Context: an optimization exercise on an open-source flow, tuned for small area. The choices shown serve that exercise and are no tape-out recipe.
RTL that was checked went through simulation tests only; none was proved equivalent to the original.
Power is estimated from default activity; no workload was simulated.

==> 10-24: inputs <==
==> flow/design.v <==
`timescale 1ns/10ps
 `timescale 1ns/10ps
module gpio_top(
	wb_clk_i, wb_rst_i, wb_cyc_i, wb_adr_i, wb_dat_i, wb_sel_i, wb_we_i, wb_stb_i,
	wb_dat_o, wb_ack_o, wb_err_o, wb_inta_o,
	ext_pad_i, ext_pad_o, ext_padoe_o, clk_pad_i
);
parameter dw = 32;
parameter aw = 8;
parameter gw = 31;
input             wb_clk_i;
input             wb_rst_i;
input             wb_cyc_i;
input   [aw-1:0]  wb_adr_i;
input   [dw-1:0]  wb_dat_i;
input   [3:0]     wb_sel_i;
input             wb_we_i;
input             wb_stb_i;
output  [dw-1:0]  wb_dat_o;
output            wb_ack_o;
output            wb_err_o;
output            wb_inta_o;
input   [gw-1:0]  ext_pad_i;
output  [gw-1:0]  ext_pad_o;
output  [gw-1:0]  ext_padoe_o;
input             clk_pad_i;
reg             wb_ack_o;
reg             wb_err_o;
reg             wb_inta_o;
reg   [gw-1:0]  wb_dat_r;
reg   [gw-1:0]  ext_pad_o;
reg   [gw-1:0]  rgpio_in;
reg   [gw-1:0]  rgpio_oe;
reg   [gw-1:0]  rgpio_inte;
reg   [gw-1:0]  rgpio_ptrig;
reg   [1:0]     rgpio_ctrl;
reg   [gw-1:0]  rgpio_ints;
reg   [gw-1:0]  rgpio_eclk;
reg   [gw-1:0]  rgpio_nec;
reg   [gw-1:0]  sync;
reg   [gw-1:0]  ext_pad_s;
reg   [gw-1:0]  pextc_sampled;
reg             sync_clk, clk_s, clk_r;
wire req  = wb_cyc_i & wb_stb_i;
wire dec  = (wb_adr_i[7:6] == 2'b00) & (wb_adr_i[1:0] == 2'b00);
wire wreq = req & dec & wb_we_i;
wire [3:0] ofs = wb_adr_i[5:2];
wire out_we   = wreq & (ofs == 4'h1) & wb_ack_o;
wire oe_we    = wreq & (ofs == 4'h2);
wire inte_we  = wreq & (ofs == 4'h3);
wire ptrig_we = wreq & (ofs == 4'h4);
wire ctrl_we  = wreq & (ofs == 4'h6);
wire ints_we  = wreq & (ofs == 4'h7);
wire eclk_we  = wreq & (ofs == 4'h8);
wire nec_we   = wreq & (ofs == 4'h9);
function [gw-1:0] bmerge;
	input [gw-1:0] old;
	input [dw-1:0] d;
	input [3:0]    s;
	begin
		bmerge[30:24] = s[3] ? d[30:24] : old[30:24];
		bmerge[23:16] = s[2] ? d[23:16] : old[23:16];
		bmerge[15:8]  = s[1] ? d[15:8]  : old[15:8];
		bmerge[7:0]   = s[0] ? d[7:0]   : old[7:0];
	end
endfunction
always @(posedge wb_clk_i or posedge wb_rst_i)
	if (wb_rst_i) begin
		wb_ack_o <= 1'b0;
		wb_err_o <= 1'b0;
	end else begin
		wb_ack_o <= req & dec & ~wb_err_o & ~wb_ack_o;
		wb_err_o <= req & ~dec & ~wb_err_o;
	end
always @(posedge wb_clk_i or posedge wb_rst_i)
	if (wb_rst_i) begin
		ext_pad_o   <= {gw{1'b0}};
		rgpio_oe    <= {gw{1'b0}};
		rgpio_inte  <= {gw{1'b0}};
		rgpio_ptrig <= {gw{1'b0}};
		rgpio_eclk  <= {gw{1'b0}};
		rgpio_nec   <= {gw{1'b0}};
	end else begin
		if (out_we)   ext_pad_o   <= bmerge(ext_pad_o,   wb_dat_i, wb_sel_i);
		if (oe_we)    rgpio_oe    <= bmerge(rgpio_oe,    wb_dat_i, wb_sel_i);
		if (inte_we)  rgpio_inte  <= bmerge(rgpio_inte,  wb_dat_i, wb_sel_i);
		if (ptrig_we) rgpio_ptrig <= bmerge(rgpio_ptrig, wb_dat_i, wb_sel_i);
		if (eclk_we)  rgpio_eclk  <= bmerge(rgpio_eclk,  wb_dat_i, wb_sel_i);
		if (nec_we)   rgpio_nec   <= bmerge(rgpio_nec,   wb_dat_i, wb_sel_i);
	end
always @(posedge wb_clk_i or posedge wb_rst_i)
	if (wb_rst_i)
		rgpio_ctrl <= 2'b0;
	else if (ctrl_we)
		rgpio_ctrl <= wb_dat_i[1:0];
	else if (rgpio_ctrl[0])
		rgpio_ctrl[1] <= rgpio_ctrl[1] | wb_inta_o;
always @(posedge wb_clk_i or posedge wb_rst_i)
	if (wb_rst_i) begin
		sync      <= {gw{1'b0}};
		ext_pad_s <= {gw{1'b0}};
		sync_clk  <= 1'b0;
		clk_s     <= 1'b0;
		clk_r     <= 1'b0;
	end else begin
		sync      <= ext_pad_i;
		ext_pad_s <= sync;
		sync_clk  <= clk_pad_i;
		clk_s     <= sync_clk;
		clk_r     <= clk_s;
	end
wire pedge =  clk_s & ~clk_r;
wire nedge = ~clk_s &  clk_r;
wire [gw-1:0] in_lach  = (~rgpio_nec & {gw{pedge}}) | (rgpio_nec & {gw{nedge}});
wire [gw-1:0] in_muxed = (rgpio_eclk & pextc_sampled) | (~rgpio_eclk & ext_pad_s);
always @(posedge wb_clk_i or posedge wb_rst_i)
	if (wb_rst_i) begin
		pextc_sampled <= {gw{1'b0}};
		rgpio_in      <= {gw{1'b0}};
	end else begin
		pextc_sampled <= (in_lach & ext_pad_s) | (~in_lach & pextc_sampled);
		rgpio_in      <= in_muxed;
	end
wire [gw-1:0] ev = (in_muxed ^ rgpio_in) & ~(in_muxed ^ rgpio_ptrig) & rgpio_inte;
always @(posedge wb_clk_i or posedge wb_rst_i)
	if (wb_rst_i)
		rgpio_ints <= {gw{1'b0}};
	else if (ints_we)
		rgpio_ints <= wb_dat_i[gw-1:0];
	else if (rgpio_ctrl[0])
		rgpio_ints <= rgpio_ints | ev;
always @(posedge wb_clk_i or posedge wb_rst_i)
	if (wb_rst_i)
		wb_inta_o <= 1'b0;
	else
		wb_inta_o <= (|rgpio_ints) & rgpio_ctrl[0];
wire s_out   = (ofs == 4'h1);
wire s_oe    = (ofs == 4'h2);
wire s_inte  = (ofs == 4'h3);
wire s_ptrig = (ofs == 4'h4);
wire s_ctrl  = (ofs == 4'h6);
wire s_ints  = (ofs == 4'h7);
wire s_eclk  = (ofs == 4'h8);
wire s_nec   = (ofs == 4'h9);
wire s_in    = ~(s_out | s_oe | s_inte | s_ptrig | s_ctrl | s_ints | s_eclk | s_nec);
wire [gw-1:0] rd;
gpio_rdsel9 u_rd0 (.s({s_out, s_oe, s_inte, s_ptrig, s_ints, s_eclk, s_nec, s_in, s_ctrl}),
	.d({ext_pad_o[0], rgpio_oe[0], rgpio_inte[0], rgpio_ptrig[0], rgpio_ints[0], rgpio_eclk[0], rgpio_nec[0], rgpio_in[0], rgpio_ctrl[0]}), .y(rd[0]));
gpio_rdsel9 u_rd1 (.s({s_out, s_oe, s_inte, s_ptrig, s_ints, s_eclk, s_nec, s_in, s_ctrl}),
	.d({ext_pad_o[1], rgpio_oe[1], rgpio_inte[1], rgpio_ptrig[1], rgpio_ints[1], rgpio_eclk[1], rgpio_nec[1], rgpio_in[1], rgpio_ctrl[1]}), .y(rd[1]));
genvar gi;
generate for (gi = 2; gi < gw; gi = gi + 1) begin : g_rd
	gpio_rdsel8 u_rd (.s({s_out, s_oe, s_inte, s_ptrig, s_ints, s_eclk, s_nec, s_in}),
		.d({ext_pad_o[gi], rgpio_oe[gi], rgpio_inte[gi], rgpio_ptrig[gi], rgpio_ints[gi], rgpio_eclk[gi], rgpio_nec[gi], rgpio_in[gi]}), .y(rd[gi]));
end endgenerate
always @(posedge wb_clk_i)
	wb_dat_r <= rd;
assign wb_dat_o    = {1'b0, wb_dat_r};
assign ext_padoe_o = rgpio_oe;
endmodule
module gpio_rdsel8 (input [7:0] s, input [7:0] d, output y);
wire [7:0] a = s & d;
assign y = (a[0] | a[1] | a[2]) | (a[3] | a[4] | a[5]) | (a[6] | a[7]);
endmodule
module gpio_rdsel9 (input [8:0] s, input [8:0] d, output y);
wire [8:0] a = s & d;
assign y = (a[0] | a[1] | a[2]) | (a[3] | a[4] | a[5]) | (a[6] | a[7] | a[8]);
endmodule
==> flow/flow/run.sh <==
#!/bin/bash
# Layout flow: the standard ORFS flow (standard.sh) with three changes.
#  1. Synthesis is the standard flow's own synthesis script (synth_recipe.tcl), unchanged
#     except for ABC's technology mapping: the read-data multiplexer slices
#     (modules gpio_rdsel8/9, kept apart by SYNTH_HIERARCHICAL) are mapped
#     with flow/abc_nf_map.script, the rest with the area-oriented
#     flow/abc_area_map.script, instead of ORFS's speed script. Flip-flops
#     are mapped before ABC runs and all live in the top module, so the
#     registers, their names and cell types are those of the standard
#     synthesis.
#  2. Every port still gets a buffer, but the smallest one (buf_1).
#  3. Clock tree synthesis uses larger sink clusters and no dummy loads.
# Each tool's output goes to its own log under orfs/logs; make's output to
# standard_flow.log.
set -euo pipefail
W=$PWD
cat > "$W/area_synth.tcl" <<EOF
proc abc {args} {
  set i [lsearch -exact \$args -script]
  set nf \$args
  set area \$args
  if {\$i >= 0} {
    lset nf [expr {\$i + 1}] $W/flow/abc_nf_map.script
    lset area [expr {\$i + 1}] $W/flow/abc_area_map.script
  }
  yosys abc {*}\$nf gpio_rdsel8 gpio_rdsel9
  yosys abc {*}\$area
}
source $W/synth_recipe.tcl
EOF
sed "s#SYNTH_SCRIPT=[^ ]*synth_recipe.tcl#SYNTH_SCRIPT=$W/area_synth.tcl#" standard.sh > area_standard.sh
grep -q "SYNTH_SCRIPT=$W/area_synth.tcl" area_standard.sh
export BUFFER_PORTS_ARGS="-buffer_cell sky130_fd_sc_hd__buf_1"
export CTS_ARGS="-sink_clustering_enable -repair_clock_nets -dont_use_dummy_load -buf_list sky130_fd_sc_hd__clkbuf_8 -sink_clustering_size 18 -sink_clustering_max_diameter 70"
bash area_standard.sh > standard_flow.log 2>&1
==> flow/flow/abc_area_map.script <==
strash
dc2
dch -f
amap
topo
==> flow/flow/abc_nf_map.script <==
&get -n
&st
&dch
&nf -R 1000
&put
==> flow/standard.sh <==
#!/bin/bash
# synth_recipe.tcl (not shown) runs the flow's synth.tcl, then flattens the netlist and writes it again
# the make line also repeats each setting of config.mk as NAME=value (left out here)
make -C /OpenROAD-flow-scripts/flow DESIGN_CONFIG=/design/flow/config.mk WORK_HOME=/design/flow/orfs CLKGATE_MAP_FILE= SYNTH_SCRIPT=/design/flow/synth_recipe.tcl "${@:-finish}"
==> flow/config.mk <==
export PLATFORM = sky130hd
export DESIGN_NAME = gpio_top
export DESIGN_NICKNAME = gpio_top
export VERILOG_FILES = /design/flow/design.v
export SDC_FILE = /design/flow/constraint.sdc
export NUM_CORES = 4
export LEC_CHECK = 0
export CAP_MARGIN = 20
export CORE_MARGIN = 2
export CORE_UTILIZATION = 65
export SLEW_MARGIN = 20
export SYNTH_HIERARCHICAL = 1
export SYNTH_MINIMUM_KEEP_SIZE = 0
==> flow/constraint.sdc <==
create_clock -name core_clock -period 10.0 [get_ports {wb_clk_i}]
set_input_delay 2.0000 -clock core_clock [delete_from_list [all_inputs] [get_ports {wb_clk_i}]]
set_output_delay 2.0000 -clock core_clock [all_outputs]
set_load 0.01 [all_outputs]
==> inputs of 06-25, as changes to 10-24 <==
--- a/flow/design.v
+++ b/flow/design.v
@@ -114,13 +114,18 @@
 wire [gw-1:0] in_lach  = (~rgpio_nec & {gw{pedge}}) | (rgpio_nec & {gw{nedge}});
 wire [gw-1:0] in_muxed = (rgpio_eclk & pextc_sampled) | (~rgpio_eclk & ext_pad_s);
 always @(posedge wb_clk_i or posedge wb_rst_i)
-	if (wb_rst_i) begin
-		pextc_sampled <= {gw{1'b0}};
-		rgpio_in      <= {gw{1'b0}};
-	end else begin
-		pextc_sampled <= (in_lach & ext_pad_s) | (~in_lach & pextc_sampled);
-		rgpio_in      <= in_muxed;
-	end
+	if (wb_rst_i)
+		rgpio_in <= {gw{1'b0}};
+	else
+		rgpio_in <= in_muxed;
+genvar gp;
+generate for (gp = 0; gp < gw; gp = gp + 1) begin : g_pextc
+	always @(posedge wb_clk_i or posedge wb_rst_i)
+		if (wb_rst_i)
+			pextc_sampled[gp] <= 1'b0;
+		else if (in_lach[gp])
+			pextc_sampled[gp] <= ext_pad_s[gp];
+end endgenerate
 wire [gw-1:0] ev = (in_muxed ^ rgpio_in) & ~(in_muxed ^ rgpio_ptrig) & rgpio_inte;
 always @(posedge wb_clk_i or posedge wb_rst_i)
 	if (wb_rst_i)
--- a/flow/flow/run.sh
+++ b/flow/flow/run.sh
@@ -31,5 +31,5 @@
 sed "s#SYNTH_SCRIPT=[^ ]*synth_recipe.tcl#SYNTH_SCRIPT=$W/area_synth.tcl#" standard.sh > area_standard.sh
 grep -q "SYNTH_SCRIPT=$W/area_synth.tcl" area_standard.sh
 export BUFFER_PORTS_ARGS="-buffer_cell sky130_fd_sc_hd__buf_1"
-export CTS_ARGS="-sink_clustering_enable -repair_clock_nets -dont_use_dummy_load -buf_list sky130_fd_sc_hd__clkbuf_8 -sink_clustering_size 18 -sink_clustering_max_diameter 70"
+export CTS_ARGS="-sink_clustering_enable -repair_clock_nets -dont_use_dummy_load -buf_list sky130_fd_sc_hd__clkbuf_4 -sink_clustering_size 8 -sink_clustering_max_diameter 60"
 bash area_standard.sh > standard_flow.log 2>&1
CAP_MARGIN = 0   (was 20)
CORE_UTILIZATION = 72   (was 65)
SLEW_MARGIN = 0   (was 20)
==> inputs of 06-28, as changes to 10-24 <==
--- a/flow/design.v
+++ b/flow/design.v
@@ -114,13 +114,18 @@
 wire [gw-1:0] in_lach  = (~rgpio_nec & {gw{pedge}}) | (rgpio_nec & {gw{nedge}});
 wire [gw-1:0] in_muxed = (rgpio_eclk & pextc_sampled) | (~rgpio_eclk & ext_pad_s);
 always @(posedge wb_clk_i or posedge wb_rst_i)
-	if (wb_rst_i) begin
-		pextc_sampled <= {gw{1'b0}};
-		rgpio_in      <= {gw{1'b0}};
-	end else begin
-		pextc_sampled <= (in_lach & ext_pad_s) | (~in_lach & pextc_sampled);
-		rgpio_in      <= in_muxed;
-	end
+	if (wb_rst_i)
+		rgpio_in <= {gw{1'b0}};
+	else
+		rgpio_in <= in_muxed;
+genvar gp;
+generate for (gp = 0; gp < gw; gp = gp + 1) begin : g_pextc
+	always @(posedge wb_clk_i or posedge wb_rst_i)
+		if (wb_rst_i)
+			pextc_sampled[gp] <= 1'b0;
+		else if (in_lach[gp])
+			pextc_sampled[gp] <= ext_pad_s[gp];
+end endgenerate
 wire [gw-1:0] ev = (in_muxed ^ rgpio_in) & ~(in_muxed ^ rgpio_ptrig) & rgpio_inte;
 always @(posedge wb_clk_i or posedge wb_rst_i)
 	if (wb_rst_i)
--- a/flow/flow/run.sh
+++ b/flow/flow/run.sh
@@ -31,5 +31,5 @@
 sed "s#SYNTH_SCRIPT=[^ ]*synth_recipe.tcl#SYNTH_SCRIPT=$W/area_synth.tcl#" standard.sh > area_standard.sh
 grep -q "SYNTH_SCRIPT=$W/area_synth.tcl" area_standard.sh
 export BUFFER_PORTS_ARGS="-buffer_cell sky130_fd_sc_hd__buf_1"
-export CTS_ARGS="-sink_clustering_enable -repair_clock_nets -dont_use_dummy_load -buf_list sky130_fd_sc_hd__clkbuf_8 -sink_clustering_size 18 -sink_clustering_max_diameter 70"
+export CTS_ARGS="-sink_clustering_enable -repair_clock_nets -dont_use_dummy_load -buf_list sky130_fd_sc_hd__clkbuf_4 -sink_clustering_size 8 -sink_clustering_max_diameter 60"
 bash area_standard.sh > standard_flow.log 2>&1
CAP_MARGIN = 0   (was 20)
SLEW_MARGIN = 0   (was 20)
==> results.txt <==
Fmax: 06-25 is higher than 10-24 (3.7%). In sequential power, 06-25 and 10-24 hardly differ. 10-24 produced a clean layout. 06-25 completed without violations. 06-28 completed without violations. Between 06-25 and 10-24, the lower via count is in 10-24 (gap 3.4%, measured against 10-24). In 06-28 the sequential share of layout area is lower than in 06-25, by 0.079 points.
==> figures <==
Count of unique library cells instantiated by Yosys: 10-24 26; 06-28 25; 06-25 25
Part of the total power dissipated in the clock network: 10-24 0.264; 06-28 0.284; 06-25 0.281
Tap cells: 10-24 280; 06-28 280; 06-25 265
Wire length on met3: 10-24 3.638 mm; 06-28 3.728 mm; 06-25 4.133 mm
Signal buffers share of area: 10-24 0.05147; 06-28 0.04790; 06-25 0.04797
Result of the run: 10-24 complete, no violations; 06-28 complete, no violations; 06-25 complete, no violations
Non-Filler Cell Area, Final: 10-24 16020 µm²; 06-28 15910 µm²; 06-25 15890 µm²
Final routed wire length divided by cell count: 10-24 20.96 µm; 06-28 20.37 µm; 06-25 20.90 µm
Portion of the clock cycle consumed by the worst path in the final layout: 10-24 0.4745; 06-28 0.4442; 06-25 0.4574
Via-per-instance ratio: 10-24 6.402; 06-28 6.258; 06-25 6.590
Only the layout flow was run in 10-24; the RTL was not checked for function there.

[afterwards: timing with drivers on the ports]
In the flow no input, the clock included, has a driving cell. The finished layouts below were timed again as built, in two steps.
Step 1 (the two cells are an assumption about what drives the block):
set clk [get_ports {wb_clk_i}]
set_driving_cell -lib_cell sky130_fd_sc_hd__clkbuf_16 $clk
set_driving_cell -lib_cell sky130_fd_sc_hd__buf_2 [delete_from_list [all_inputs] $clk]
Step 2 moves the port delays by t, midway between the first and last clock arrival at a register: inputs arrive t later, outputs are due t later. That takes back most of the time a late clock gives input paths.
Three values: no drivers, after step 1, after step 2; two values: the first two.
run | shift t [ns] | slack for setup (ns) | worst slew at a driven data input, ns
10-24 | 0.601 | 5.255 / 5.211 / 4.610 | 0.08
06-25 | 0.713 | 5.426 / 5.447 / 4.734 | 0.06
06-28 | 0.724 | 5.558 / 5.578 / 4.854 | 0.07
After both steps setup and hold are still met in every run listed. For 06-28, which loses most, drivers alone change the setup slack by +0.020 ns; drivers and shift together by -0.704 ns.
